This design comes from an exercise in tuning for small area, a short achievable clock period and few clock cycles per item on the open sky130 flow, not from production work.
Only simulation tests tie the RTL to the original design; equivalence was not proved.

## flow/design.v

```verilog
`timescale 1ns / 1ps
module mmult(
  input  clk,                  
  input  reset_n,              
  input  enable,               
  input  [0:9*8-1] A_mat,      
  input  [0:9*8-1] B_mat,      
  output valid,                
  output reg [0:9*17-1] C_mat  
);
reg [1:0] row;    
reg       done;
wire busy = enable & ~done;
always @(posedge clk or negedge reset_n)
begin
    if (!reset_n) begin
        row  <= 2'd0;
        done <= 1'b0;
    end else if (busy) begin
        row  <= row + 2'd1;
        if (row == 2'd2) done <= 1'b1;
    end
end
wire [0:23] a_row = (row == 2'd0) ? A_mat[0:23] :
                    (row == 2'd1) ? A_mat[24:47] : A_mat[48:71];
reg [16:0] c_row [0:2];
integer c, k;
always @(*) begin
    for (c = 0; c < 3; c = c + 1) begin
        c_row[c] = 17'd0;
        for (k = 0; k < 3; k = k + 1)
            c_row[c] = c_row[c] + a_row[8*k +: 8] * B_mat[24*k + 8*c +: 8];
    end
end
integer r, j;
always @(posedge clk)
begin
    for (r = 0; r < 3; r = r + 1)
        if (busy && row == r)
            for (j = 0; j < 3; j = j + 1)
                C_mat[51*r + 17*j +: 17] <= c_row[j];
end
assign valid = done;
endmodule
```

## flow/run.sh

```bash
#!/bin/bash
# synth_recipe.tcl (not shown) runs the flow's synth.tcl, then flattens the netlist and writes it again
# the make line also repeats each setting of config.mk as NAME=value (left out here)
make -C /OpenROAD-flow-scripts/flow DESIGN_CONFIG=/design/flow/config.mk WORK_HOME=/design/flow/orfs CLKGATE_MAP_FILE= SYNTH_SCRIPT=/design/flow/synth_recipe.tcl finish
```

## flow/constraint.sdc

```tcl
create_clock -name core_clock -period 90.0 [get_ports {clk}]
set_input_delay 18.0000 -clock core_clock [delete_from_list [all_inputs] [get_ports {clk}]]
set_output_delay 18.0000 -clock core_clock [all_outputs]
set_load 0.01 [all_outputs]
```

## flow/config.mk

```make
export PLATFORM = sky130hd
export DESIGN_NAME = mmult
export DESIGN_NICKNAME = mmult
export VERILOG_FILES = /design/flow/design.v
export SDC_FILE = /design/flow/constraint.sdc
export NUM_CORES = 4
export LEC_CHECK = 0
export CAP_MARGIN = 20
export CORE_MARGIN = 2
export CORE_UTILIZATION = 20
export PLACE_DENSITY = 0.35
export SLEW_MARGIN = 20
```

==> results.json <==
{
  "tritoncts": "yes",
  "syn_to_final_growth_pct": 22.0,
  "fillCellCount": 14050,
  "maxSlewHeadroom_pct": 32.0,
  "dieWidth_um": 365,
  "yosys_warnings": 2,
  "hp-class": "reg2reg",
  "io_count": 301,
  "cts-root-to-sink-buffers": 2,
  "die_height_um": 365,
  "num_vias": 17644,
  "antenna_left": 0,
  "wl_per_cell_um": 18.3,
  "ys_async_sr_fraction_pct": 1.92,
  "maximum_fanout_along_the_worst_path": 24,
  "ctsRootBufferMaster": "clkbuf_16",
  "timing.critical_path.arrival_ps": 24980,
  "grt_max_degree": 50,
  "core_area_um2": 129000,
  "worst_skew_pair.late_latency_ps": 530,
  "finish.utilization_pct": 24.6,
  "timing.critical_path.mode_cell": "fa_1",
  "most_frequent_cells_in_the_layout": "inv_1, fa_1, and2_1",
  "synth.lib_cells_used.distinct": 59,
  "hold_depth": 1,
  "synth_enable_flop_cells": 153,
  "run_status": "finished clean",
  "clock-skew-final_ps": 18.4,
  "post_cts_resized": 0,
  "crit-reg2reg-launch": "row[0]$_DFFE_PN0P_",
  "postSynthRegisterBits": 156,
  "synthesis.area_per_instance_um2": 10.1,
  "timing.critical_path.from_type": "input pin",
  "cts-buffers-inserted": 17,
  "fraction_of_the_yosys_area_taken_by_sequential_cells_pct": 17.9,
  "layout_commonest_cell": "inv_1",
  "routed_wl_mm": 84.4,
  "cp-end-kind": "flop",
  "drive_gt1_share_pct": 3.36,
  "place_hpwl_mm": 68.5,
  "first_global_vias": 19577,
  "synth_nets": 3487,
  "worst_path_largest_cell_delay_ps": 800,
  "drv_slew": 0,
  "die-area_um2": 133000,
  "cpMaxStageDelayCell": "o21ai_4",
  "maximum_capacitance_violations": 0,
  "synth.area.top_cells": "fa_1, edfxtp_1, ha_1, inv_1, and2_1",
  "row_count": 132,
  "post-route-period-util_pct": 27.5,
  "hold_buffers": 0,
  "gp_routability_congestion": 0.772,
  "grt_antenna_before_repair": 15,
  "timing.reg2reg.worst_path_depth": 24,
  "final-hold-violation-count": 0,
  "end_of_the_worst_register_to_register_path": "C_mat[86]$_DFFE_PP_",
  "post-cts-setup-buffers": 0,
  "worstMarginPinSlew_ps": 1020,
  "cts_sink_cnt": 156,
  "crit_required_ps": 90230,
  "grt.overflow.total": 0,
  "grt_pass1_wl_mm": 129,
  "hp-start": "done$_DFFE_PN0P_",
  "final.setup.tns_ps": 0,
  "maxClockFrequency_mhz": 40.4,
  "fin_crit_ps": 24750,
  "route.detailed.drc": 0,
  "drtPass1Iterations": 5,
  "ys_dominant_reg_cell": "edfxtp_1",
  "hold_end": "done$_DFFE_PN0P_",
  "setup_viol": 0,
  "final_nets": 3765,
  "synth_cells": 2566,
  "synth_largest_type_area_fraction_pct": 36.9,
  "floorplan.initialDensity_pct": 20.1,
  "rrSetupSlack_ps": 81980,
  "timing.critical_path.cells": "clkdlybuf4s50_1 -> mux2i_1 -> o21ai_4 -> and2_1 -> fa_1 -> fa_1 -> inv_1 -> fa_1 -> fa_1 -> inv_1 -> fa_1 -> fa_1 -> inv_1 -> fa_1 -> inv_1 -> ha_1 -> o21a_1 -> o31a_1 -> o221a_2 -> nor2_1 -> o311ai_0",
  "cts_max_level": 4,
  "drt_first_iter_violations": 684,
  "grt.total_usage_pct": 13.3,
  "per_cell_via_count_in_the_routed_design": 3.83,
  "port_buffers": 300,
  "synth_top_cell_by_area": "fa_1",
  "final_setup_margin_ps": 65250,
  "rsz0062_at_grt": "no",
  "syn_area_um2": 26000,
  "setup.worst_path.class": "in2reg",
  "clkTransAtPathRegs_ps": 70,
  "pre_cts_ws_ps": 64640
}
==> critical path, delay by kind of cell <==
kind	cells	cell delay, ps
mux	1	100
fa+ha+maj	8	3780
buf+inv	5	650
compound gates	5	2050
simple gates	2	350
==> cells in the mapped netlist, drive strengths merged, types with 4 or more instances <==
library cell	n
a2111oi	4
a21o	9
a21oi	30
a31oi	5
and2	334
buf	35
clkbuf	31
edfxtp	153
fa	480
ha	294
inv	692
mux2i	26
nand2	238
nand2b	11
nand3	7
nor2	22
nor2b	53
nor3	7
o211ai	7
o21a	7
o21ai	35
xnor2	29
xor2	9
==> logic make-up (layout without fill, tap and decap cells) <==
kind of cell    count (synthesis)  in the layout  share of synthesized area (%)
other cells                     0              4                              0
mux                            26             26                           1.00
compound gates                126            126                           3.49
xor+xnor                       38             38                           1.28
flops                         156            156                           17.9
simple gates                  688            688                           14.1
buf+inv                       758           1049                           11.2
fa+ha+maj                     774            774                           51.0
==> routing by layer <==
layer / part of all wire (%) / up-vias / track usage (%)
met5: 0.076 / - / 0
met2: 47 / 370 / 21.7
met3: 5.0 / 43 / 2.51
li1: - / 8235 / -
met4: 1.1 / 10 / 2.80
met1: 47 / 8986 / 18.2
==> sequential cells by signal, indices dropped and copies added (netlist names) <==
signal	flops
C_mat	153
done	1
row	2
==> how the worst max path moves through the flow <==
stage | startpoint | to
detailed placement | A_mat[24] | C_mat[137]$_DFFE_PP_
CTS | A_mat[24] | C_mat[137]$_DFFE_PP_
finish | A_mat[24] | C_mat[122]$_DFFE_PP_
global placement | A_mat[24] | C_mat[139]$_DFFE_PP_
global route | A_mat[24] | C_mat[122]$_DFFE_PP_
floorplan | A_mat[30] | C_mat[107]$_DFFE_PP_
==> cell type report <==
type | instances | area (um2) | share of cell area (%)
timing repair buffer | 325 | 3190 | 10.0
clock buffer | 17 | 425 | 1.34
clock inverter | 15 | 169 | 0.532
tap | 1742 | 2180 | 6.86
multi-input combinational | 1652 | 18500 | 58.3
inverter | 692 | 2600 | 8.18
antenna | 4 | 10.0 | 0.0315
sequential | 156 | 4670 | 14.7
==> per-stage QoR <==
step,hold slack [ps],area [um2],std cells
after floorplan,533,26000,2566
after global placement,497,31200,4567
after detailed placement,502,31200,4567
after CTS,524,31800,4599
after global routing,542,31800,4599
final,516,31800,4603
Testbench counts, summed over its fixed seeds: cycles 1,600, mults 320.

[afterwards: timing with drivers on the ports]
The flow's constraints put no driver on any port. The routed layout listed below was extracted and timed again, unchanged, in two steps.
Step 1 sets driving cells, clkbuf_16 on the clock port and buf_2 on the other inputs (assumed; they add their load-dependent delay and slew).
Step 2 times the ports against the registers' clock, not the clock port: input delays grow and output delays shrink by t, the midpoint of the rising clock arrivals with the driver on.
a / b / c = ideal / step 1 / step 2; a / b = the first two.
t (ns): 0.593
slack for setup (ns): 65.250 / 65.298 / 64.705
slew at the worst register clock pin (ns): 0.08 / 0.08
After both steps setup and hold are still met in this run. For this run, drivers alone change the setup slack by +0.048 ns; drivers and shift together by -0.545 ns.
